Context: an optimization exercise on an open-source flow, tuned for small area. The choices shown serve that exercise and are no tape-out recipe. The RTL was checked by simulation tests, not by an equivalence proof against the original design.

==> flow/design.v, too long to show whole: its modules and the start of the top module <==
// module basemul: 5798 lines
// module bm_fa: 4 lines
// module bm_bs: 5 lines
// module bm_aoi22: 3 lines
// module bm_xor2: 3 lines
// module bm_oai22: 3 lines
// module bm_xnor2: 3 lines
// module bm_ha: 4 lines
module basemul(
  input clk,
  input set,
  input wire signed [15:0] a1,
  input wire signed [15:0] a0,
  input wire signed [15:0] b1,
  input wire signed [15:0] b0,
  input wire signed [15:0] zeta,
  output wire signed [15:0] t1,
  output wire signed [15:0] t0
);
  // ...
==> flow/run.sh <==
#!/bin/bash
# synth_recipe.tcl (not shown) runs the flow's synth.tcl, then flattens the netlist and writes it again
# the make line also repeats each setting of config.mk as NAME=value (left out here)
make -C /OpenROAD-flow-scripts/flow DESIGN_CONFIG=/design/flow/config.mk WORK_HOME=/design/flow/orfs CLKGATE_MAP_FILE= SYNTH_SCRIPT=/design/flow/synth_recipe.tcl finish
==> flow/config.mk <==
export PLATFORM = sky130hd
export DESIGN_NAME = basemul
export DESIGN_NICKNAME = basemul
export VERILOG_FILES = /design/flow/design.v
export SDC_FILE = /design/flow/constraint.sdc
export NUM_CORES = 4
export LEC_CHECK = 0
export CAP_MARGIN = 20
export CORE_MARGIN = 2
export CORE_UTILIZATION = 40
export CTS_CLUSTER_DIAMETER = 100
export CTS_CLUSTER_SIZE = 30
export SLEW_MARGIN = 20
export SYNTH_HIERARCHICAL = 1
export SYNTH_MINIMUM_KEEP_SIZE = 0
==> flow/constraint.sdc <==
create_clock -name core_clock -period 9.0 [get_ports {clk}]
set_input_delay 1.8000 -clock core_clock [delete_from_list [all_inputs] [get_ports {clk}]]
set_output_delay 1.8000 -clock core_clock [all_outputs]
set_load 0.01 [all_outputs]
==> results.txt, run 1 <==
- 4942 — final cell count without fillers
- built — TritonCTS clock tree
- clkbuf_16 — master cell of the clock root buffer
- 46000 µm — detailed-routing wirelength on met1
- 40.4% — effective utilization at floorplan
- multi-input gates — leading cell category by total area
- 326 — number of register bits inferred by synthesis
- inv_1, and3_1, a21oi_4, buf_4, o22ai_1, xnor2_1, fa_1, fa_1, fa_1, fa_1, fa_1, fa_1, fa_1, fa_1, fa_1, fa_1, fa_1, fa_1, fa_1, fa_1, fa_1 — ordered list of cells on the worst path
- 3 — initial antenna violation count
- fa_1 — cell with the largest stage delay on the worst path
- 4759 — final net count
- 25 — count of clock buffers in the final design
- 870 x fa_1, 644 x o22ai_1, 612 x xnor2_1, 410 x inv_1, 326 x dfxtp_1 — synth cell count leaders
- 38.3% — slew margin rel.
- met5 — highest routed layer
- 0.0390 mm² — Syn Std Cell Area
- 21 — number of cells on the worst reg-to-reg path
- 97.3% — portion of the clock cycle consumed by the worst path in the final layout
- 8760 ps — post-layout minimum cycle time
- 2 — critical path buffer and inverter count
- 3331 — number of instances in the synthesized netlist
- 5 — Pre-antenna DRT Iters
- 6.52% — NonClk Buf Share
- 110 ps — clock-pin slew on the worst setup and hold paths
- 0.0442 mm² — Layout Cell Area excl Fill
- timing/DRC/antenna clean — outcome
- 0.0432 mm² — total placed instance area
- 1 — Clock H-tree levels
==> run 2, diff against run 1 <==
--- a/flow/config.mk
+++ b/flow/config.mk
@@ -10,6 +10,7 @@
 export CORE_UTILIZATION = 40
 export CTS_CLUSTER_DIAMETER = 100
 export CTS_CLUSTER_SIZE = 30
+export GPL_TIMING_DRIVEN = 0
 export SLEW_MARGIN = 20
 export SYNTH_HIERARCHICAL = 1
 export SYNTH_MINIMUM_KEEP_SIZE = 0
==> results.txt, run 2 <==
- 326 — number of clock sinks seen by CTS
- clkbuf_16 — master cell of the clock root buffer
- 0 — count of inserted antenna diode cells
- 46.7% — core occupancy in the finished layout
- 21 — Num CTS Buffers
- 37 — largest net degree at the start of global routing
- 44.0 ps — worst setup skew after layout
- flop — nature of the critical path endpoint
- 0 — final routed DRC violation total
- 114 — number of cell rows
- 0 — final setup violation count
- 22 — maximum fanout count along the critical path
- built — TritonCTS clock tree
- 0 — count of max-cap constraint violations
- 1070 ps — transition time at the pin with the least slew margin
- 31 — library cells used by synthesis
- 590 ps — clock latency on the worst-skew pair
- 3331 — number of instances in the synthesized netlist, unchanged
- 27200 — via count
- 326 — number of register bits inferred by synthesis, unchanged
- 0.0390 mm² — Syn Std Cell Area, unchanged
- 112 — Buffers on Ports
- 316 µm — floorplan die height
- -1680 ps — minimum setup slack after placement
- 0.0966 mm² — core area
- 97.6% — portion of the clock cycle consumed by the worst path in the final layout, +0.31 points
- flop to flop — class of the most critical setup path
- flop — kind of start point of the critical path
- 114 MHz — Achievable Freq
- 1958 — DRC marker count from the first detailed-route iteration
- 44.7% — top cell type's share of synthesized area
- 114 — I/O pins
- 9470 ps — Worst Path Required
- 0.0999 mm² — overall die area
- 111000 µm — final routed wirelength across all metal layers
- 4735 — final net count, -0.50%
- 120 ps — clock-pin slew on the worst setup and hold paths, about the same
- 0 — number of enable-type register cells in the synthesized netlist
- 870 x fa_1, 644 x o22ai_1, 612 x xnor2_1, 410 x inv_1, 326 x dfxtp_1 — synth cell count leaders
- 8780 ps — post-layout minimum cycle time, +28.2 ps
- 29000 — number of global-route vias before repair
- 40.4% — effective utilization at floorplan, unchanged
- 1 — initial antenna violation count, -2
- 216 ps — PnR worst setup slack
- 15.8% — relative area change from synthesis to final layout
- 0 — Antenna Violating Nets Remaining
- timing/DRC/antenna clean — outcome
- 312 ps — final hold slack
- 0.866 — routability cong.
- fa_1 — cell with the most instances after synthesis
- 0 — hold-fix buffers at CTS
- 3 — clock buffer depth
- fa_1 — most common library cell in the layout ignoring fill and taps
- 5 — Pre-antenna DRT Iters, unchanged
- 7 — number of warnings issued by yosys
- dfxtp_1 — dominant synthesized flop cell
- 0% — share of flip-flops with an asynchronous set or reset
- 9260 ps — arrival time of data at the critical path endpoint
- 22.4% — Global Route Usage Sum
- 4440 — syn nets
- 0 — residual overflow from global routing
- 848 x fa_1, 642 x o22ai_1, 604 x xnor2_1, 391 x inv_1, 270 x dfxtp_1 — top library cells by usage in the layout, fill and taps aside
- flop to flop — path category of the worst min-delay check
- 10.4% — share of cells above drive strength 1
- 172000 µm — wire length of the first global-routing pass
- 77700 µm — sum of net half-perimeters after detailed placement
- 0 — endpoints failing hold
- 11.7 µm² — syn_area_per_cell
- 316 µm — horizontal extent of the die
- fa_1 45%, dfxtp_1 17%, xnor2_1 14% — ranking of synthesized cells by area
- true — unrepaired setup endpoints after global routing
- 5.54 — routed vias/inst
- 22.6 µm — Avg WL per Cell
- 28.8% — slew margin rel., -9.5 points
- fa_1 — cell taking the most area after synthesis
- 16.7% — part of the Yosys area used for sequential elements
- 1 — Clock H-tree levels, unchanged
- 0 — fin. max-slew vios
==> run 2: cell counts after synthesis <==
No cell type changed its count.
==> run 2: per-layer routing <==
metal  GRT usage [%]  routed length [µm]
met3            5.00                9750
met2            35.8               51400
met4            7.32                3940
met1            30.2               46000
met5               0                   0
==> run 2: kinds of logic (layout without fill, tap and decap cells) <==
group	after synthesis	in the layout	synth area share, %
fa+ha+maj	1040	1040	50.1
xor+xnor	707	707	15.9
compound gates	685	692	11.0
buf+inv	448	750	4.63
flops	326	326	16.7
simple gates	125	125	1.63
==> run 2: layout make-up <==
class | instances | area, µm²
repair inverters | 1 | 5.00
multi-input cells | 2564 | 31100
clock buffers | 23 | 533
inverters | 411 | 1600
repair buffers | 266 | 3100
clock inverters | 14 | 260
flip-flops and latches | 326 | 6650
fillers | 8898 | 51400
well taps | 1276 | 1600
plain buffers | 35 | 285
==> run 2: modules after synthesis (local to each module, per instance) <==
module / cells / copies in the design
basemul: 1083 / 1
bm_fa: 1 / 870
bm_ha: 1 / 98
bm_xnor2: 1 / 564
bm_xor2: 1 / 76
bm_oai22: 1 / 640
==> run 2: critical path, stage by stage, from the launching register on <==
cell	delay, ps
dfxtp_4	620
xor2_1	330
clkinvlp_4	340
buf_4	230
o22ai_1	180
xnor2_1	120
fa_1	470
fa_1	410
fa_1	490
fa_1	570
fa_1	430
fa_1	400
fa_1	500
fa_1	450
fa_1	450
fa_1	410
fa_1	440
fa_1	420
fa_1	460
fa_1	510
fa_1	420
==> run 2: per-stage QoR <==
stage	setup TNS, ps	instances	instance area, µm²
6_report	0	4916	45100
3_5_place_dp	-56320	4757	42700
3_3_place_gp	-55300	4719	41800
2_1_floorplan	0	3331	39100
4_1_cts	0	4855	44300
5_1_grt	-41.3	4916	45100
==> run 2: final timing paths <==
check	startpoint	end	slack [ps]	cells past startpoint
worst max register to register	b1_5_s1	n2277_s2	220	20
worst min register to register	n2371_s3	n2371_s4	310	0
worst min-delay path	n2371_s3	n2371_s4	310	0
worst max-delay path	b1_5_s1	n2277_s2	220	20
==> run 2: repair_timing <==
| action | in CTS | in global routing |
|---|---|---|
| gates resized for setup | 52 | 40 |
| pin swaps | 0 | 9 |
| cloned | 8 | 0 |
| setup buffers | 54 | 62 |
| setup endpoints to repair | 64 | 34 |
==> run 3, diff against run 2 <==
==> flow/config.mk (replaced) <==
export PLATFORM = sky130hd
export DESIGN_NAME = basemul
export DESIGN_NICKNAME = basemul
export VERILOG_FILES = /design/flow/design.v
export SDC_FILE = /design/flow/constraint.sdc
export NUM_CORES = 4
export LEC_CHECK = 0
export CAP_MARGIN = 0
export CORE_MARGIN = 2
export CORE_UTILIZATION = 40
export CTS_CLUSTER_DIAMETER = 100
export CTS_CLUSTER_SIZE = 30
export SLEW_MARGIN = 0
export SYNTH_HIERARCHICAL = 1
export SYNTH_MINIMUM_KEEP_SIZE = 0
==> results.txt, run 3 <==
- timing/DRC/antenna clean — outcome
- 112 — Buffers on Ports, unchanged
- built — TritonCTS clock tree
- 870 x fa_1, 644 x o22ai_1, 612 x xnor2_1, 409 x inv_1, 314 x dfxtp_1 — top library cells by usage in the layout, fill and taps aside
- 0.901 — routability cong., +4.1%
- fa_1 — most common library cell in the layout ignoring fill and taps
- 31 — library cells used by synthesis, unchanged
- 7 — number of warnings issued by yosys, unchanged
- 3 — clock buffer depth, unchanged
- 316 µm — horizontal extent of the die, unchanged
- 110000 µm — final routed wirelength across all metal layers, -1.3%
- 1803 — DRC marker count from the first detailed-route iteration, -7.9%
- 1 — Clock H-tree levels, unchanged
- 46000 µm — detailed-routing wirelength on met1, about the same
- false — unrepaired setup endpoints after global routing
- 0 — count of inserted antenna diode cells, unchanged
- 320 ps — final hold slack, +8.03 ps
- 924 ps — transition time at the pin with the least slew margin, -144 ps
- 38.3% — slew margin rel., +9.5 points
- 610 ps — clock latency on the worst-skew pair, +20 ps
- fa_1 — cell with the most instances after synthesis
- 5 — Pre-antenna DRT Iters, unchanged
- 0 — number of enable-type register cells in the synthesized netlist, unchanged
- 13.5% — relative area change from synthesis to final layout
- 0% — share of flip-flops with an asynchronous set or reset, unchanged
- 44.7% — top cell type's share of synthesized area, unchanged
- 11.7 µm² — syn_area_per_cell, unchanged
- 22 — Num CTS Buffers, +4.8%
- 316 µm — floorplan die height, unchanged
- 16.7% — part of the Yosys area used for sequential elements, unchanged
- 0 — final routed DRC violation total, unchanged
- clkbuf_16 — master cell of the clock root buffer
- dfxtp_1 — dominant synthesized flop cell
- 9490 ps — Worst Path Required, +20 ps
- 97.3% — portion of the clock cycle consumed by the worst path in the final layout, -0.31 points
- 110 ps — clock-pin slew on the worst setup and hold paths, about the same
- 4759 — final net count, +0.51%
- 51000 µm — Routed met2 length, -0.81%
- 0 — final setup violation count, unchanged
- flop to flop — path category of the worst min-delay check
- 0.0390 mm² — Syn Std Cell Area, unchanged
- 43 — largest net degree at the start of global routing, +16%
- 114 MHz — Achievable Freq, +0.32%
- 326 — number of clock sinks seen by CTS, unchanged
- 0 ps — Final TNS setup, unchanged
- 26900 — via count, -1.2%
- 13 — maximum fanout count along the critical path, -41%
- 870 x fa_1, 644 x o22ai_1, 612 x xnor2_1, 410 x inv_1, 326 x dfxtp_1 — synth cell count leaders
- fa_1 — cell taking the most area after synthesis
- flop — kind of start point of the critical path
- 40.4% — effective utilization at floorplan, unchanged
- flop to flop — class of the most critical setup path
- 0 — residual overflow from global routing, unchanged
- 8550 µm — met3 routed wirelength, -12%
- fa_1 45%, dfxtp_1 17%, xnor2_1 14% — ranking of synthesized cells by area
- 5.44 — routed vias/inst, -1.8%
- 9240 ps — arrival time of data at the critical path endpoint, -20 ps
- 3 — initial antenna violation count, +2
- 8.18% — share of cells above drive strength 1, -2.2 points
- 28500 — number of global-route vias before repair, -1.6%
- 22.4% — Global Route Usage Sum, +0.041 points
- 114 — number of cell rows, unchanged
- 0 — endpoints failing hold, unchanged
- 4440 — syn nets, unchanged
- 4942 — final cell count without fillers, +0.53%
- 22.2 µm — Avg WL per Cell, -1.9%
- 171000 µm — wire length of the first global-routing pass, -0.46%
- 8760 ps — post-layout minimum cycle time, -28.2 ps
- 88400 µm — sum of net half-perimeters after detailed placement, +14%
- 0.0999 mm² — overall die area, unchanged
- 0 — Antenna Violating Nets Remaining, unchanged
- flop — nature of the critical path endpoint
- 0 — fin. max-slew vios, unchanged
- 44.3 ps — worst setup skew after layout, +0.304 ps
- 4896 — cell count after placement, +2.9%
- 3331 — number of instances in the synthesized netlist, unchanged
- 0.0966 mm² — core area, unchanged
- 326 — number of register bits inferred by synthesis, unchanged
- 0 — count of max-cap constraint violations, unchanged
- met5 — highest routed layer
- 114 — I/O pins, unchanged
-- run 3: path summary, 6_finish.rpt --
kind	from	to	slack, ps	cells past startpoint
worst min register to register	n2371_s4	n2371_s5	320	0
worst min-delay path	n2371_s4	n2371_s5	320	0
worst max-delay path	b0_5_s1	n2277_s2	240	21
worst max register to register	b0_5_s1	n2277_s2	240	21
-- run 3: Yosys stat by module, one instance, submodules excluded --
module | area (µm²) | times used | cells inside
bm_fa | 20.0 | 870 | 1
basemul | 10700 | 1 | 1083
bm_oai22 | 6.26 | 640 | 1
bm_xnor2 | 8.76 | 564 | 1
bm_ha | 12.5 | 98 | 1
bm_xor2 | 8.76 | 76 | 1
-- run 3: repair_timing --
item | 4_1_cts | 5_1_grt
hold buffers | 0 | 0
pin swaps | 0 | 0
gates resized for setup | 1 | 8
setup endpoints to repair | 1 | 15
buffers inserted | 0 | 6
-- run 3: final cells by class --
cell class | count | area, µm²
sequential | 326 | 6560
fill | 8934 | 52300
clock buffer | 25 | 593
tap | 1276 | 1600
timing repair buffer | 332 | 2890
multi-input combinational | 2557 | 30800
clock inverter | 15 | 288
inverter | 411 | 1550
-- run 3: logic make-up after synthesis --
family / synth area share, %
flops: 16.7
compound gates: 11.0
buf+inv: 4.63
fa+ha+maj: 50.1
simple gates: 1.63
xor+xnor: 15.9
-- run 3: through the flow --
| stage | utilization [%] | area (µm²) | worst slack, ps |
|---|---|---|---|
| after floorplan | - | 39100 | 17.0 |
| after global placement | 44.8 | 43200 | 84.0 |
| after detailed placement | 44.8 | 43200 | 22.4 |
| after CTS | 45.7 | 44100 | 128 |
| after global routing | 45.8 | 44200 | 5.83 |
| final | 45.8 | 44200 | 244 |
-- run 3: metal layers --
layer  GRT usage, %  vias up
li1               -    11800
met1           30.3    13900
met2           36.0     1028
met3           4.58      186
met4           7.57        2
met5              0        -
-- run 3: critical path, stage by stage (launching register included) --
cell,delay [ps]
dfxtp_4,500
inv_1,220
and3_1,270
a21oi_4,350
buf_4,240
o22ai_1,100
xnor2_1,180
fa_1,420
fa_1,460
fa_1,470
fa_1,500
fa_1,450
fa_1,570
fa_1,440
fa_1,430
fa_1,420
fa_1,400
fa_1,440
fa_1,410
fa_1,450
fa_1,510
fa_1,420
==> run 4, diff against run 3 <==
==> flow/flow/run.sh (new file) <==
#!/bin/bash
# Own flow: the standard layout (standard synthesis unchanged), except that
# the input/output port buffers are the smallest buffer cell instead of the default,
# and after global routing cells on paths with positive slack are downsized (RECOVER_POWER).
set -euo pipefail
export BUFFER_PORTS_ARGS="-buffer_cell sky130_fd_sc_hd__buf_1"
export RECOVER_POWER=100
bash standard.sh finish > standard_flow.log 2>&1
==> flow/standard.sh (new file) <==
#!/bin/bash
# synth_recipe.tcl (not shown) runs the flow's synth.tcl, then flattens the netlist and writes it again
# the make line also repeats each setting of config.mk as NAME=value (left out here)
make -C /OpenROAD-flow-scripts/flow DESIGN_CONFIG=/design/flow/config.mk WORK_HOME=/design/flow/orfs CLKGATE_MAP_FILE= SYNTH_SCRIPT=/design/flow/synth_recipe.tcl "${@:-finish}"
--- a/flow/config.mk
+++ b/flow/config.mk
@@ -5,11 +5,11 @@
 export SDC_FILE = /design/flow/constraint.sdc
 export NUM_CORES = 4
 export LEC_CHECK = 0
-export CAP_MARGIN = 0
+export CAP_MARGIN = 20
 export CORE_MARGIN = 2
 export CORE_UTILIZATION = 40
 export CTS_CLUSTER_DIAMETER = 100
 export CTS_CLUSTER_SIZE = 30
-export SLEW_MARGIN = 0
+export SLEW_MARGIN = 20
 export SYNTH_HIERARCHICAL = 1
 export SYNTH_MINIMUM_KEEP_SIZE = 0
removed: flow/run.sh
==> results.txt, run 4 <==
- 923 ps — transition time at the pin with the least slew margin, -1.35 ps
- 3 — clock buffer depth, unchanged
- 22.2 µm — Avg WL per Cell, +0.23%
- 91.7 ps — minimum setup slack after placement, +69.4 ps
- 326 — number of clock sinks seen by CTS, unchanged
- 2437 — DRC marker count from the first detailed-route iteration, +35%
- 0 — count of max-cap constraint violations, unchanged
- 0 — hold-fix buffers at CTS, unchanged
- 1 — Clock H-tree levels, unchanged
- 88300 µm — sum of net half-perimeters after detailed placement, -0.11%
- 7 — number of warnings issued by yosys, unchanged
- 0 — fin. max-slew vios, unchanged
- b0_5_s1 — startpoint of the worst register-to-register path
- 316 µm — horizontal extent of the die, unchanged
- 9520 ps — Worst Path Required, +30 ps
- met2 — Most Crowded Layer GR
- 28700 — number of global-route vias before repair, +0.56%
- 16.7% — part of the Yosys area used for sequential elements, unchanged
- 4440 — syn nets, unchanged
- 114 MHz — Achievable Freq, -0.22%
- built — TritonCTS clock tree
- 31 — library cells used by synthesis, unchanged
- 50.1% — adder and majority cell fraction of the synthesized area, unchanged
- 35.6% — fraction of met2 tracks used by global routing, -0.41 points
- 326 — number of register bits inferred by synthesis, unchanged
- flop to flop — class of the most critical setup path
- 44.7% — top cell type's share of synthesized area, unchanged
- clkbuf_16 — master cell of the clock root buffer
- fa_1 — cell taking the most area after synthesis
- 5.47 — routed vias/inst, +0.45%
- 220 ps — reg-to-reg setup timing slack, -20 ps
- 97.5% — portion of the clock cycle consumed by the worst path in the final layout, +0.21 points
- 39.3 ps — worst setup skew after layout, -5.04 ps
- 0 — Antenna Violating Nets Remaining, unchanged
- 114 — number of cell rows, unchanged
- 0 — residual overflow from global routing, unchanged
- 7.57% — share of cells above drive strength 1, -0.61 points
- 0% — share of flip-flops with an asynchronous set or reset, unchanged
- 112 — Buffers on Ports, unchanged
- fa_1 45%, dfxtp_1 17%, xnor2_1 14% — ranking of synthesized cells by area
- 0.913 — routability cong., +1.3%
- 114 — I/O pins, unchanged
- inv_1, and3_1, a21oi_4, buf_4, buf_4, o22ai_1, xnor2_1, fa_1, fa_1, fa_1, fa_1, inv_1, ha_1, inv_1, fa_1, fa_1, fa_1, fa_1, fa_1, fa_1, fa_1, fa_1, fa_1, fa_1 — ordered list of cells on the worst path
- 0 — count of inserted antenna diode cells, unchanged
- n3927_s4 — Hold Crit Endpoint
- 43 — largest net degree at the start of global routing, unchanged
- 0 — final routed DRC violation total, unchanged
- 4753 — final net count, -0.13%
- 0.0966 mm² — core area, unchanged
- 24 — number of cells on the worst reg-to-reg path, +14%
- fa_1 — cell repeated most along the worst path
- 1.63% — simple-gate area share of the yosys netlist, unchanged
- 0 — endpoints failing hold, unchanged
- 40.4% — effective utilization at floorplan, unchanged
- 38.5% — slew margin rel., +0.17 points
- 11.7 µm² — syn_area_per_cell, unchanged
- 3331 — number of instances in the synthesized netlist, unchanged
- 8780 ps — post-layout minimum cycle time, +19.0 ps
- 868 x fa_1, 644 x o22ai_1, 612 x xnor2_1, 410 x inv_1, 317 x dfxtp_1 — top library cells by usage in the layout, fill and taps aside
- 620 ps — clock latency on the worst-skew pair, about the same
- 0 — final setup violation count, unchanged
- 110000 µm — final routed wirelength across all metal layers, about the same
- 23 — Num CTS Buffers, +4.5%
- 22.6% — Global Route Usage Sum, +0.19 points
- 11.0% — Compound-Gate Fraction of Synth Area, unchanged
- 172000 µm — wire length of the first global-routing pass, +0.72%
- flop — kind of start point of the critical path
- 27000 — via count, +0.31%
- fa_1 — most common library cell in the layout ignoring fill and taps
- 3.73% — met3 Resource Use GR, -0.85 points
- 9290 ps — arrival time of data at the critical path endpoint, +50 ps
- 0 — number of cells on the worst hold path, unchanged
- n3927_s3 — beginning of the worst hold path
- 31.5% — met1 Use GR, +1.2 points
- 225 ps — PnR worst setup slack, -19.0 ps
- fa_1 — cell with the most instances after synthesis
- flop to flop — path category of the worst min-delay check
- 316 µm — floorplan die height, unchanged
- 0% — mux cell area share after synthesis, unchanged
- 660 ps — worst stage delay on the critical path, +90 ps
- 870 x fa_1, 644 x o22ai_1, 612 x xnor2_1, 410 x inv_1, 326 x dfxtp_1 — synth cell count leaders
- dfxtp_1 — dominant synthesized flop cell
- 11.7% — relative area change from synthesis to final layout
- adder cells — largest family of logic cells by synthesized area
- false — unrepaired setup endpoints after global routing
- flop — nature of the critical path endpoint
- 100 ps — clock-pin slew on the worst setup and hold paths, about the same
- 0 ps — Final TNS setup, unchanged
- 0.0999 mm² — overall die area, unchanged
- n3766_s2 — worst flop-to-flop path endpoint
- 6 — Pre-antenna DRT Iters, +1
- 0.0390 mm² — Syn Std Cell Area, unchanged
- timing/DRC/antenna clean — outcome
- 0 — number of enable-type register cells in the synthesized netlist, unchanged
- fa_1 — cell with the largest stage delay on the worst path
- 1 — initial antenna violation count, -2
- 16 — maximum fanout count along the critical path, +3
- 15.9% — Synth Area in XOR/XNOR, unchanged
==> run 4: cell counts after synthesis <==
Identical to the previous run, type by type.
==> run 4: cell type report <==
| class | instances | area (µm²) |
|---|---|---|
| inverter | 411 | 1550 |
| tap | 1276 | 1600 |
| multi-input combinational | 2557 | 30800 |
| fill | 9014 | 53100 |
| sequential | 326 | 6550 |
| timing repair buffer | 325 | 2100 |
| clock inverter | 17 | 363 |
| clock buffer | 23 | 576 |
==> run 4: logic make-up after synthesis <==
family          after synthesis
compound gates              685
fa+ha+maj                  1040
simple gates                125
xor+xnor                    707
buf+inv                     448
flops                       326
==> run 4: worst max-delay path: cells and delay by family, from the launching register on <==
kind,cells,cell delay [ps]
compound gates,2,420
buf+inv,5,840
simple gates,1,270
fa+ha+maj,15,6530
flops,1,460
xor+xnor,1,160
==> run 4: per-stage QoR <==
step	hold slack, ps	instance area [µm²]	cells	utilization [%]
after global placement	310	42500	4891	44.0
after CTS	330	43500	4931	45.0
after floorplan	310	39100	3331	-
after detailed placement	312	42500	4891	44.0
final	329	43500	4935	45.1
after global routing	333	43500	4935	45.1
==> run 4: worst max path at each step <==
stage | end | cells past startpoint | start
after global routing | n3766_s2 | 27 | b0_5_s1
final | n3766_s2 | 24 | b0_5_s1
after floorplan | n2277_s2 | 20 | b1_5_s1
after detailed placement | n2277_s2 | 20 | b1_7_s1
after CTS | n2277_s2 | 20 | b1_7_s1
after global placement | n2948_s2 | 27 | n2_s1
==> run 4: what timing repair did <==
item	CTS	global route
gates resized for setup	0	11
buffers inserted	0	4
endpoints found under the setup margin	0	18
hold endpoints to repair	0	0
==> run 4: layer usage <==
metal	share of wire (%)	up-vias
li1	-	11700
met1	42	14000
met2	46	1083
met3	8.1	172
met4	4.0	0
met5	0	-
==> run 4: modules after synthesis (local to each module, per instance) <==
| module | times used | flops+latches |
|---|---|---|
| bm_ha | 98 | 0 |
| bm_xor2 | 76 | 0 |
| bm_fa | 870 | 0 |
| basemul | 1 | 326 |
| bm_oai22 | 640 | 0 |
| bm_xnor2 | 564 | 0 |
==> run 5, diff against run 4 <==
--- a/flow/config.mk
+++ b/flow/config.mk
@@ -7,7 +7,7 @@
 export LEC_CHECK = 0
 export CAP_MARGIN = 20
 export CORE_MARGIN = 2
-export CORE_UTILIZATION = 40
+export CORE_UTILIZATION = 65
 export CTS_CLUSTER_DIAMETER = 100
 export CTS_CLUSTER_SIZE = 30
 export SLEW_MARGIN = 20
==> results.txt, run 5 <==
- 40900 µm — detailed-routing wirelength on met1, -11%
- 4733 — final net count, -0.42%
- true — unrepaired setup endpoints after global routing
- 0.0591 mm² — core area, -39%
- 170000 µm — wire length of the first global-routing pass, -1.6%
- 249 µm — floorplan die height, -21%
- 0 — final routed DRC violation total, unchanged
- 4368 — cell count after placement, -11%
- 1360 ps — transition time at the pin with the least slew margin, +436 ps
- fa_1 — cell taking the most area after synthesis
- 0 — number of cells on the worst hold path, unchanged
- 21 — number of cells on the worst reg-to-reg path, -13%
- 0 — final setup violation count, unchanged
- 249 µm — horizontal extent of the die, -21%
- dfxtp_1 — dominant synthesized flop cell
- 11.7 µm² — syn_area_per_cell, unchanged
- n635_s2 — startpoint of the worst register-to-register path
- 0 — fin. max-slew vios, unchanged
- 105000 µm — final routed wirelength across all metal layers, -4.4%
- 0 — hold-fix buffers at CTS, unchanged
- clkbuf_16 — master cell of the clock root buffer
- flop — kind of start point of the critical path
- 0.990 — routability cong., +8.4%
- 10200 µm — met3 routed wirelength, +15%
- n3720_s3 — worst flop-to-flop path endpoint
- 27.6 ps — worst setup skew after layout, -11.7 ps
- 0.0619 mm² — overall die area, -38%
- 83900 µm — sum of net half-perimeters after detailed placement, -5.0%
- 264 ps — PnR worst setup slack, +39.4 ps
- 7.05% — share of cells above drive strength 1, -0.52 points
- 27200 — via count, +1.0%
- met5 — highest routed layer
- fa_1 — cell with the largest stage delay on the worst path
- n3937_s4 — beginning of the worst hold path
- 49600 µm — Routed met2 length, -1.5%
- 97.1% — portion of the clock cycle consumed by the worst path in the final layout, -0.44 points
- 820 ps — worst stage delay on the critical path, +160 ps
- fa_1 — most common library cell in the layout ignoring fill and taps
- 35.2% — Global Route Usage Sum, +13 points
- 65.9% — effective utilization at floorplan, +26 points
- 89 — number of cell rows, -22%
- 114 — I/O pins, unchanged
- built — TritonCTS clock tree
- 42.7 ps — minimum setup slack after placement, -49.1 ps
- 1 — Clock H-tree levels, unchanged
- 3 — clock buffer depth, unchanged
- 0 — residual overflow from global routing, unchanged
- n3937_s5 — Hold Crit Endpoint
- 6 — maximum fanout count along the critical path, -10
- 0 — number of enable-type register cells in the synthesized netlist, unchanged
- 0.0390 mm² — Syn Std Cell Area, unchanged
- fa_1 — cell repeated most along the worst path
- 0 — count of max-cap constraint violations, unchanged
- 30300 — number of global-route vias before repair, +5.6%
- 23.8 µm — Avg WL per Cell, +7.1%
- 9470 ps — Worst Path Required, -50 ps
- 43 — largest net degree at the start of global routing, unchanged
- 31 — library cells used by synthesis, unchanged
- 19 — Num CTS Buffers, -17%
- 0% — share of flip-flops with an asynchronous set or reset, unchanged
- 0 — endpoints failing hold, unchanged
- 100 ps — clock-pin slew on the worst setup and hold paths, about the same
- 333 ps — final hold slack, +3.90 ps
- 3331 — number of instances in the synthesized netlist, unchanged
- 326 — number of clock sinks seen by CTS, unchanged
- 870 x fa_1, 644 x o22ai_1, 612 x xnor2_1, 410 x inv_1, 326 x dfxtp_1 — synth cell count leaders
- 44.7% — top cell type's share of synthesized area, unchanged
- fa_1 — cell with the most instances after synthesis
- 0 — Antenna Violating Nets Remaining, unchanged
- 2168 — DRC marker count from the first detailed-route iteration, -11%
- 9.44% — slew margin rel., -29 points
- flop to flop — path category of the worst min-delay check
- 71.8% — core occupancy in the finished layout, +27 points
- 4406 — final cell count without fillers, -11%
- fa_1 45%, dfxtp_1 17%, xnor2_1 14% — ranking of synthesized cells by area
- 868 x fa_1, 643 x o22ai_1, 612 x xnor2_1, 409 x inv_1, 317 x dfxtp_1 — top library cells by usage in the layout, fill and taps aside
- 3 — initial antenna violation count, +2
- 5 — Pre-antenna DRT Iters, -1
- 4440 — syn nets, unchanged
- 112 — Buffers on Ports, unchanged
- 600 ps — clock latency on the worst-skew pair, -20 ps
- flop — nature of the critical path endpoint
- 114 MHz — Achievable Freq, +0.45%
- 9210 ps — arrival time of data at the critical path endpoint, -80 ps
- timing/DRC/antenna clean — outcome
- 16.7% — part of the Yosys area used for sequential elements, unchanged
- flop to flop — class of the most critical setup path
- 326 — number of register bits inferred by synthesis, unchanged
- 8740 ps — post-layout minimum cycle time, -39.4 ps
- 6.18 — routed vias/inst, +13%
- 260 ps — reg-to-reg setup timing slack, +40 ps
- fa_1, fa_1, fa_1, o22ai_1, xor2_1, fa_1, fa_1, fa_1, fa_1, fa_1, fa_1, inv_1, ha_1, inv_1, fa_1, fa_1, fa_1, fa_1, fa_1, fa_1, fa_1 — ordered list of cells on the worst path
- 7 — number of warnings issued by yosys, unchanged
- 8.89% — relative area change from synthesis to final layout
## run 5: per-stage QoR
| step | setup TNS, ps | cell area, µm² |
|---|---|---|
| after global placement | 0 | 41700 |
| final | 0 | 42400 |
| after floorplan | 0 | 39100 |
| after detailed placement | 0 | 41700 |
| after CTS | 0 | 42400 |
| after global routing | -57.2 | 42400 |
## run 5: Yosys stat by module (local to each module, per instance)
module / cells inside / flops+latches / cell area (µm²) / copies in the design
bm_xor2: 1 / 0 / 8.76 / 76
bm_oai22: 1 / 0 / 6.26 / 640
bm_xnor2: 1 / 0 / 8.76 / 564
basemul: 1083 / 326 / 10700 / 1
bm_fa: 1 / 0 / 20.0 / 870
bm_ha: 1 / 0 / 12.5 / 98
## run 5: cells by family (layout without fill, tap and decap cells)
kind of cell	Yosys count	in the layout	synth area share (%)
AO/OA/AOI/OAI	685	686	11.0
XOR/XNOR	707	707	15.9
adder cells (fa/ha/maj)	1040	1040	50.1
buffers and inverters	448	748	4.63
flip-flops	326	326	16.7
other	0	1	0
AND/OR/NAND/NOR	125	125	1.63
## run 5: worst max-delay path by stage
stage                         from  endpoint  slack, ps  cells past startpoint
after global placement     b1_9_s1  n2277_s2        110                     20
after detailed placement   b1_9_s1  n2277_s2         40                     20
final                      n635_s2  n3720_s3        260                     21
after CTS                 b0_15_s1  n2277_s2         90                     20
after floorplan            b1_5_s1  n2277_s2         20                     20
after global routing         n2_s1  n3118_s2        -20                     29
## run 5: layout make-up
cell class | count | area, µm²
Inverter | 411 | 1550
Clock inverter | 10 | 189
Multi-Input combinational cell | 2558 | 30800
Fill cell | 4361 | 16700
Tap cell | 773 | 967
Timing Repair Buffer | 308 | 1910
Clock buffer | 19 | 475
Antenna cell | 1 | 2.50
Sequential cell | 326 | 6550
## run 5: per-layer routing
layer  vias up  global-route usage, %
met1     14000                   46.9
met4         2                   13.5
li1      11700                      -
met5         -                      0
met2      1302                   56.3
met3       252                   8.62
## run 5: critical path: cells and delay by family (launching register included)
family / cells / cell delay (ps)
buffers and inverters: 2 / 170
XOR/XNOR: 1 / 200
adder cells (fa/ha/maj): 17 / 7750
AO/OA/AOI/OAI: 1 / 180
flip-flops: 1 / 320
## run 5: repair_timing
| action | 4_1_cts | 5_1_grt |
|---|---|---|
| setup endpoints to repair | 1 | 17 |
| gates resized for setup | 1 | 10 |
| setup buffers | 0 | 7 |
| cloned | 0 | 1 |
| pin swaps | 0 | 1 |
==> run 6, diff against run 5 <==
--- a/flow/config.mk
+++ b/flow/config.mk
@@ -7,7 +7,7 @@
 export LEC_CHECK = 0
 export CAP_MARGIN = 20
 export CORE_MARGIN = 2
-export CORE_UTILIZATION = 65
+export CORE_UTILIZATION = 75
 export CTS_CLUSTER_DIAMETER = 100
 export CTS_CLUSTER_SIZE = 30
 export SLEW_MARGIN = 20
==> results.txt, run 6 <==
- 6.55 — routed vias/inst, +5.9%
- flop to flop — class of the most critical setup path
- 11.7 µm² — syn_area_per_cell, unchanged
- 870 x fa_1, 644 x o22ai_1, 612 x xnor2_1, 410 x inv_1, 326 x dfxtp_1 — synth cell count leaders
- 4303 — final cell count without fillers, -2.3%
- 18 — Num CTS Buffers, -1
- 1 — Clock H-tree levels, unchanged
- 326 — number of register bits inferred by synthesis, unchanged
- 26 — number of cells on the worst reg-to-reg path, +24%
- 3 — clock buffer depth, unchanged
- 9290 ps — arrival time of data at the critical path endpoint, +80 ps
- fa_1 — cell with the most instances after synthesis
- 107000 µm — final routed wirelength across all metal layers, +1.9%
- 29.5% — slew margin rel., +20 points
- 0 — count of inserted antenna diode cells, -1
- 44.7% — top cell type's share of synthesized area, unchanged
- 22.6 ps — worst setup skew after layout, -4.98 ps
- 4440 — syn nets, unchanged
- 232 µm — horizontal extent of the die, -6.8%
- dfxtp_1 — dominant synthesized flop cell
- n2277_s2 — worst flop-to-flop path endpoint
- 864 x fa_1, 644 x o22ai_1, 611 x xnor2_1, 410 x inv_1, 318 x dfxtp_1 — top library cells by usage in the layout, fill and taps aside
- 83 — number of cell rows, -6.7%
- 326 ps — final hold slack, -6.98 ps
- fa_1 45%, dfxtp_1 17%, xnor2_1 14% — ranking of synthesized cells by area
- 0.0538 mm² — overall die area, -13%
- 170000 µm — wire length of the first global-routing pass, +0.50%
- flop to flop — path category of the worst min-delay check
- 171 ps — PnR worst setup slack, -93.3 ps
- 0 — endpoints failing hold, unchanged
- 113 MHz — Achievable Freq, -1.1%
- 3283 — DRC marker count from the first detailed-route iteration, +51%
- 110 ps — clock-pin slew on the worst setup and hold paths, about the same
- 0 — number of cells on the worst hold path, unchanged
- 28200 — via count, +3.5%
- 0 — fin. max-slew vios, unchanged
- 76.0% — effective utilization at floorplan, +10 points
- n3925_s4 — beginning of the worst hold path
- 8830 ps — post-layout minimum cycle time, +93.3 ps
- 2 — initial antenna violation count, -1
- 16.7% — part of the Yosys area used for sequential elements, unchanged
- 0 — Antenna Violating Nets Remaining, unchanged
- 31 — library cells used by synthesis, unchanged
- b1_1_s1 — startpoint of the worst register-to-register path
- 84400 µm — sum of net half-perimeters after detailed placement, +0.59%
- 0 — number of enable-type register cells in the synthesized netlist, unchanged
- 0.0390 mm² — Syn Std Cell Area, unchanged
- 3331 — number of instances in the synthesized netlist, unchanged
- 112 — Buffers on Ports, unchanged
- built — TritonCTS clock tree
- n3925_s5 — Hold Crit Endpoint
- 0 — hold-fix buffers at CTS, unchanged
- 21 — maximum fanout count along the critical path, +15
- 8.52% — relative area change from synthesis to final layout
- 114 — I/O pins, unchanged
- 4724 — final net count, -0.19%
- flop — kind of start point of the critical path
- 326 — number of clock sinks seen by CTS, unchanged
- 0.0513 mm² — core area, -13%
- 9460 ps — Worst Path Required, about the same
- 41.6% — Global Route Usage Sum, +6.4 points
- fa_1 — cell taking the most area after synthesis
- 7.18% — share of cells above drive strength 1, +0.13 points
- 31300 — number of global-route vias before repair, +3.3%
- 0% — share of flip-flops with an asynchronous set or reset, unchanged
- 98.1% — portion of the clock cycle consumed by the worst path in the final layout, +1.0 points
- 1050 ps — transition time at the pin with the least slew margin, -309 ps
- 50.6 ps — minimum setup slack after placement, +7.90 ps
- 0 — final setup violation count, unchanged
- 24.8 µm — Avg WL per Cell, +4.3%
- 0 — final routed DRC violation total, unchanged
- 4271 — cell count after placement, -2.2%
- timing/DRC/antenna clean — outcome
- fa_1 — most common library cell in the layout ignoring fill and taps
- 0 — count of max-cap constraint violations, unchanged
- 46 — largest net degree at the start of global routing, +7.0%
- 580 ps — clock latency on the worst-skew pair, -20 ps
- flop — nature of the critical path endpoint
- 7 — number of warnings issued by yosys, unchanged
- clkbuf_16 — master cell of the clock root buffer
- 0 — residual overflow from global routing, unchanged
- 6 — Pre-antenna DRT Iters, +1
- 232 µm — floorplan die height, -6.8%
- 170 ps — reg-to-reg setup timing slack, -90 ps
- 1.02 — routability cong., +3.1%
## run 6: cell counts after synthesis
Identical to the previous run, type by type.
## run 6: timing repair
item / 4_1_cts / 5_1_grt
setup endpoints to repair: 0 / 17
setup buffers: 0 / 4
gates resized for setup: 0 / 16
## run 6: worst max-delay path: stages (launching register included)
cell and delay (ps):
dfxtp_1 440, buf_12 240, nand2_1 100, o22ai_1 210
xor2_1 160, ha_1 220, fa_1 400, fa_1 400
fa_1 410, fa_1 420, fa_1 420, fa_1 400
fa_1 490, inv_1 60, ha_1 180, inv_1 80
ha_1 150, inv_1 50, fa_1 480, inv_1 60
fa_1 640, fa_1 480, fa_1 410, fa_1 410
fa_1 480, fa_1 520, fa_1 410
## run 6: final cells by class
type	instances	area (µm²)
Tap cell	680	851
Inverter	411	1550
Clock inverter	10	169
Fill cell	3026	9020
Sequential cell	326	6550
Timing Repair Buffer	301	1920
Multi-Input combinational cell	2557	30800
Clock buffer	18	450
## run 6: layer usage
layer	routed length (µm)	track usage, %
met1	39000	54.3
met2	51600	68.5
met3	10800	8.33
met4	5400	17.8
met5	0	0
## run 6: cells by family (layout without fill, tap and decap cells)
group / count (synthesis) / in the layout / synth area share (%)
compound gates: 685 / 685 / 11.0
xor+xnor: 707 / 707 / 15.9
fa+ha+maj: 1040 / 1040 / 50.1
buf+inv: 448 / 740 / 4.63
flops: 326 / 326 / 16.7
simple gates: 125 / 125 / 1.63
## run 6: worst max-delay path by stage
stage | end | from | slack [ps] | cells after the start
6_report | n2277_s2 | b1_1_s1 | 170 | 26
3_3_place_gp | n2277_s2 | b1_1_s1 | 260 | 24
2_1_floorplan | n2277_s2 | b1_5_s1 | 20 | 20
5_1_grt | n2277_s2 | b1_1_s1 | -50 | 26
3_5_place_dp | n2948_s2 | n2_s1 | 50 | 27
4_1_cts | n2948_s2 | n3_s1 | 20 | 26
## run 6: Yosys stat by module, one instance, submodules excluded
module | flip-flops and latches | area [µm²] | cells inside
basemul | 326 | 10700 | 1083
bm_ha | 0 | 12.5 | 1
bm_fa | 0 | 20.0 | 1
bm_oai22 | 0 | 6.26 | 1
bm_xnor2 | 0 | 8.76 | 1
bm_xor2 | 0 | 8.76 | 1
## run 6: through the flow
step | cell area [µm²] | utilization [%] | TNS [ps]
after global placement | 41600 | 81.0 | 0
after detailed placement | 41600 | 81.0 | 0
after CTS | 42200 | 82.2 | 0
final | 42300 | 82.4 | 0
after global routing | 42300 | 82.4 | -77.4
after floorplan | 39100 | - | 0
==> run 7, diff against run 6 <==
--- a/flow/config.mk
+++ b/flow/config.mk
@@ -7,7 +7,7 @@
 export LEC_CHECK = 0
 export CAP_MARGIN = 20
 export CORE_MARGIN = 2
-export CORE_UTILIZATION = 75
+export CORE_UTILIZATION = 85
 export CTS_CLUSTER_DIAMETER = 100
 export CTS_CLUSTER_SIZE = 30
 export SLEW_MARGIN = 20
==> results.txt, run 7 <==
- 16.7% — part of the Yosys area used for sequential elements, unchanged
- 44.7% — top cell type's share of synthesized area, unchanged
- 94600 µm — sum of net half-perimeters after detailed placement, +12%
- 114 — I/O pins, unchanged
- 326 — number of clock sinks seen by CTS, unchanged
- global routing (5_1_grt) — stage at which the run stopped
- 17 — Num CTS Buffers, -1
- 4178 — cell count after placement, -2.2%
- 31 — library cells used by synthesis, unchanged
- 0% — share of flip-flops with an asynchronous set or reset, unchanged
- 218 µm — floorplan die height, -6.0%
- 218 µm — horizontal extent of the die, -6.0%
- dfxtp_1 — dominant synthesized flop cell
- did not finish — outcome
- clkbuf_16 — master cell of the clock root buffer
- 3331 — number of instances in the synthesized netlist, unchanged
- 112 — Buffers on Ports, unchanged
- fa_1 45%, dfxtp_1 17%, xnor2_1 14% — ranking of synthesized cells by area
- 0 — number of enable-type register cells in the synthesized netlist, unchanged
- 4440 — syn nets, unchanged
- fa_1 — cell taking the most area after synthesis
- 326 — number of register bits inferred by synthesis, unchanged
- 7 — number of warnings issued by yosys, unchanged
- 86.1% — effective utilization at floorplan, +10 points
- 0.0390 mm² — Syn Std Cell Area, unchanged
- 1.03 — routability cong., +0.95%
- 1 — Clock H-tree levels, unchanged
- fa_1 — cell with the most instances after synthesis
- 46 — largest net degree at the start of global routing
- 78 — number of cell rows, -6.0%
- 870 x fa_1, 644 x o22ai_1, 612 x xnor2_1, 410 x inv_1, 326 x dfxtp_1 — synth cell count leaders
- 11.7 µm² — syn_area_per_cell, unchanged
- [ERROR GRT-0116] Global routing finished with congestion. Check the congestion regions in the DRC Viewer. — run-stopping error
- 3 — clock buffer depth, unchanged
[run 7: logic make-up after synthesis]
family                   share of synthesized area, %
XOR/XNOR                                         15.9
buffers and inverters                            4.63
AND/OR/NAND/NOR                                  1.63
flip-flops                                       16.7
adder cells (fa/ha/maj)                          50.1
AO/OA/AOI/OAI                                    11.0
[run 7: Yosys stat by module (local to each module, per instance)]
module | area [µm²] | flops+latches | cells inside
basemul | 10700 | 326 | 1083
bm_xnor2 | 8.76 | 0 | 1
bm_xor2 | 8.76 | 0 | 1
bm_fa | 20.0 | 0 | 1
bm_oai22 | 6.26 | 0 | 1
bm_ha | 12.5 | 0 | 1
[run 7: repair_timing]
item | 4_1_cts
gates resized for setup | 15
hold buffers | 0
setup buffers | 4
setup endpoints to repair | 19
[run 7: how the worst min path moves through the flow]
stage             start       end  slack [ps]
2_1_floorplan  n2371_s3  n2371_s4         310
3_3_place_gp   n3932_s4  n3932_s5         310
3_5_place_dp   n3915_s4  n3915_s5         310
4_1_cts        n3925_s3  n3925_s4         330
[run 7: per-stage QoR]
step,setup TNS [ps],hold slack (ps),instance area (µm²),worst slack [ps],utilization (%)
2_1_floorplan,0,310,39100,17.0,-
3_3_place_gp,0,310,41300,204,91.3
3_5_place_dp,-310,312,41300,-155,91.3
4_1_cts,0,328,42000,2.72,92.8
==> run 8, diff against run 7 <==
==> flow/flow/run.sh (replaced) <==
#!/bin/bash
# Own flow: the standard layout (standard synthesis unchanged), except that
# the input/output port buffers are the smallest buffer cell instead of the default.
set -euo pipefail
export BUFFER_PORTS_ARGS="-buffer_cell sky130_fd_sc_hd__buf_1"
bash standard.sh finish > standard_flow.log 2>&1
--- a/flow/config.mk
+++ b/flow/config.mk
@@ -7,7 +7,7 @@
 export LEC_CHECK = 0
 export CAP_MARGIN = 20
 export CORE_MARGIN = 2
-export CORE_UTILIZATION = 85
+export CORE_UTILIZATION = 40
 export CTS_CLUSTER_DIAMETER = 100
 export CTS_CLUSTER_SIZE = 30
 export SLEW_MARGIN = 20
==> results.txt, run 8 <==
- 0.0966 mm² — core area
- 28700 — number of global-route vias before repair
- 8770 ps — post-layout minimum cycle time
- 88300 µm — sum of net half-perimeters after detailed placement, -6.6%
- 5 — critical path buffer and inverter count
- 0 ps — Final TNS setup
- built — TritonCTS clock tree
- 114 — number of cell rows, +46%
- timing/DRC/antenna clean — outcome
- 112 — Buffers on Ports, unchanged
- 9290 ps — arrival time of data at the critical path endpoint
- 0 — count of max-cap constraint violations
- 97.4% — portion of the clock cycle consumed by the worst path in the final layout
- inv_1, and3_1, a21oi_4, buf_4, buf_4, o22ai_1, xnor2_1, fa_1, fa_1, fa_1, fa_1, inv_1, ha_1, inv_1, fa_1, fa_1, fa_1, fa_1, fa_1, fa_1, fa_1, fa_1, fa_1, fa_1 — ordered list of cells on the worst path
- dfxtp_1 — dominant synthesized flop cell
- 0% — mux cell area share after synthesis, unchanged
- flop — kind of start point of the critical path
- 660 ps — worst stage delay on the critical path
- 44.7% — top cell type's share of synthesized area, unchanged
- 5.47 — routed vias/inst
- 43 — largest net degree at the start of global routing
- 1 — Clock H-tree levels, unchanged
- 4753 — final net count
- 110000 µm — final routed wirelength across all metal layers
- fa_1 — most common library cell in the layout ignoring fill and taps
- 39.9% — slew margin rel.
- false — unrepaired setup endpoints after global routing
- 114 MHz — Achievable Freq
- 100 ps — clock-pin slew on the worst setup and hold paths
- 901 ps — transition time at the pin with the least slew margin
- 45.1% — core occupancy in the finished layout
- 40.4% — effective utilization at floorplan, -46 points
- 9520 ps — Worst Path Required
- 22.3 µm — Avg WL per Cell
- 15.9% — Synth Area in XOR/XNOR, unchanged
- 16.7% — part of the Yosys area used for sequential elements, unchanged
- 11.7 µm² — syn_area_per_cell, unchanged
- 0 — endpoints failing hold
- 0 — count of inserted antenna diode cells
- 870 x fa_1, 644 x o22ai_1, 612 x xnor2_1, 410 x inv_1, 326 x dfxtp_1 — synth cell count leaders
- fa_1 — cell taking the most area after synthesis
- 868 x fa_1, 644 x o22ai_1, 612 x xnor2_1, 410 x inv_1, 315 x dfxtp_1 — top library cells by usage in the layout, fill and taps aside
- 1.63% — simple-gate area share of the yosys netlist, unchanged
- fa_1 — cell with the largest stage delay on the worst path
- 27000 — via count
- 23 — Num CTS Buffers, +6
- 37.4 ps — worst setup skew after layout
- 7 — number of warnings issued by yosys, unchanged
- 16 — maximum fanout count along the critical path
- fa_1 — cell with the most instances after synthesis
- adder cells — cell family contributing the most delay on the critical path
- 0 — number of enable-type register cells in the synthesized netlist, unchanged
- fa_1 45%, dfxtp_1 17%, xnor2_1 14% — ranking of synthesized cells by area
- 114 — I/O pins, unchanged
- flop to flop — class of the most critical setup path
- 0 — residual overflow from global routing
- 11.8% — relative area change from synthesis to final layout
- 5 — Pre-antenna DRT Iters
- 1 — initial antenna violation count
- 3 — clock buffer depth, unchanged
- 172000 µm — wire length of the first global-routing pass
- 326 — number of register bits inferred by synthesis, unchanged
- 0% — share of flip-flops with an asynchronous set or reset, unchanged
- 329 ps — final hold slack
- 31 — library cells used by synthesis, unchanged
- 0.913 — routability cong., -11%
- 50.1% — adder and majority cell fraction of the synthesized area, unchanged
- 316 µm — floorplan die height, +45%
- 326 — number of clock sinks seen by CTS, unchanged
- flop to flop — path category of the worst min-delay check
- flop — nature of the critical path endpoint
- 4440 — syn nets, unchanged
- 0 — final routed DRC violation total
- clkbuf_16 — master cell of the clock root buffer
- 630 ps — clock latency on the worst-skew pair
- 0 — fin. max-slew vios
- 22.6% — Global Route Usage Sum
- 8.06% — share of cells above drive strength 1
- 0 — Antenna Violating Nets Remaining
- 0.0390 mm² — Syn Std Cell Area, unchanged
- 11.0% — Compound-Gate Fraction of Synth Area, unchanged
- 2444 — DRC marker count from the first detailed-route iteration
- adder cells — largest family of logic cells by synthesized area
- 316 µm — horizontal extent of the die, +45%
- 0 — final setup violation count
- 0.0999 mm² — overall die area
- 3331 — number of instances in the synthesized netlist, unchanged
- fa_1 — cell repeated most along the worst path
==> run 8: modules after synthesis (local to each module, per instance) <==
module / flip-flops and latches / cell area, µm²
bm_fa: 0 / 20.0
bm_xnor2: 0 / 8.76
bm_ha: 0 / 12.5
bm_oai22: 0 / 6.26
basemul: 326 / 10700
bm_xor2: 0 / 8.76
==> run 8: logic make-up (layout without fill, tap and decap cells) <==
group / after synthesis / in the layout
xor gates and xnor gates: 707 / 707
DFF: 326 / 326
AOI/OAI and AO/OA: 685 / 685
and+or+nand+nor: 125 / 125
buffers and inverters: 448 / 776
adders and majority gates: 1040 / 1040
==> run 8: timing repair <==
action / 4_1_cts / 5_1_grt
setup endpoints to repair: 0 / 18
hold buffers: 0 / 0
resized for setup: 0 / 11
buffers inserted: 0 / 4
==> run 8: final cells by class <==
cell class,count,area [µm²]
Tap cell,1276,1600
Multi-Input combinational cell,2557,30800
Timing Repair Buffer,325,2140
Fill cell,8998,53000
Sequential cell,326,6560
Clock inverter,17,363
Inverter,411,1550
Clock buffer,23,576
==> run 8: per-layer routing <==
layer  GRT usage [%]  share of wire, %
met5               0                 0
met4            8.36               4.0
met3            3.73               8.0
met2            35.6                46
met1            31.5                42
==> run 8: through the flow <==
| stage | worst slack [ps] | std cells | cell area [µm²] |
|---|---|---|---|
| 2_1_floorplan | 17.0 | 3331 | 39100 |
| 3_3_place_gp | 159 | 4891 | 42500 |
| 3_5_place_dp | 91.7 | 4891 | 42500 |
| 4_1_cts | 42.9 | 4931 | 43500 |
| 5_1_grt | 3.10 | 4935 | 43600 |
| 6_report | 231 | 4935 | 43600 |
==> run 8: path summary, 6_finish.rpt <==
| check | end | slack [ps] | cells after the start | startpoint |
|---|---|---|---|---|
| max reg2reg | n3766_s2 | 230 | 24 | b0_5_s1 |
| max | n3766_s2 | 230 | 24 | b0_5_s1 |
| min reg2reg | n3927_s4 | 330 | 0 | n3927_s3 |
| min | n3927_s4 | 330 | 0 | n3927_s3 |

static timing again, ports no longer ideal:
The flow's constraints put no driver on any port. The routed layouts listed below were extracted and timed again, unchanged, in two steps. Step 1, drivers: a clkbuf_16 drives clk and a buf_2 each remaining input, both assumed. Step 2, shift: input delay + t, output delay - t, t = (earliest + latest rising clock arrival at the registers) / 2. This alone moves slack from input paths to output paths. Slacks: no drivers / after step 1 / after step 2; pairs: no drivers / after step 1.
run	shift t [ns]	setup WS [ns]	worst setup path after step 2	latest minus earliest clock arrival (ns)	slew at the worst register clock pin (ns)
run 1	0.655	0.244 / 0.244 / 0.244	register to register	0.044 / 0.044	0.11 / 0.11
run 2	0.637	0.216 / 0.216 / 0.216	register to register	0.044 / 0.045	0.12 / 0.12
run 3	0.655	0.244 / 0.244 / 0.244	register to register	0.044 / 0.044	0.11 / 0.11
run 4	0.678	0.225 / 0.225 / 0.225	register to register	0.040 / 0.040	0.11 / 0.11
run 5	0.646	0.264 / 0.264 / 0.264	register to register	0.030 / 0.030	0.11 / 0.11
run 6	0.624	0.171 / 0.171 / 0.171	register to register	0.024 / 0.024	0.11 / 0.11
run 8	0.679	0.231 / 0.231 / 0.231	register to register	0.039 / 0.039	0.12 / 0.12
After both steps every run listed still meets setup and hold.
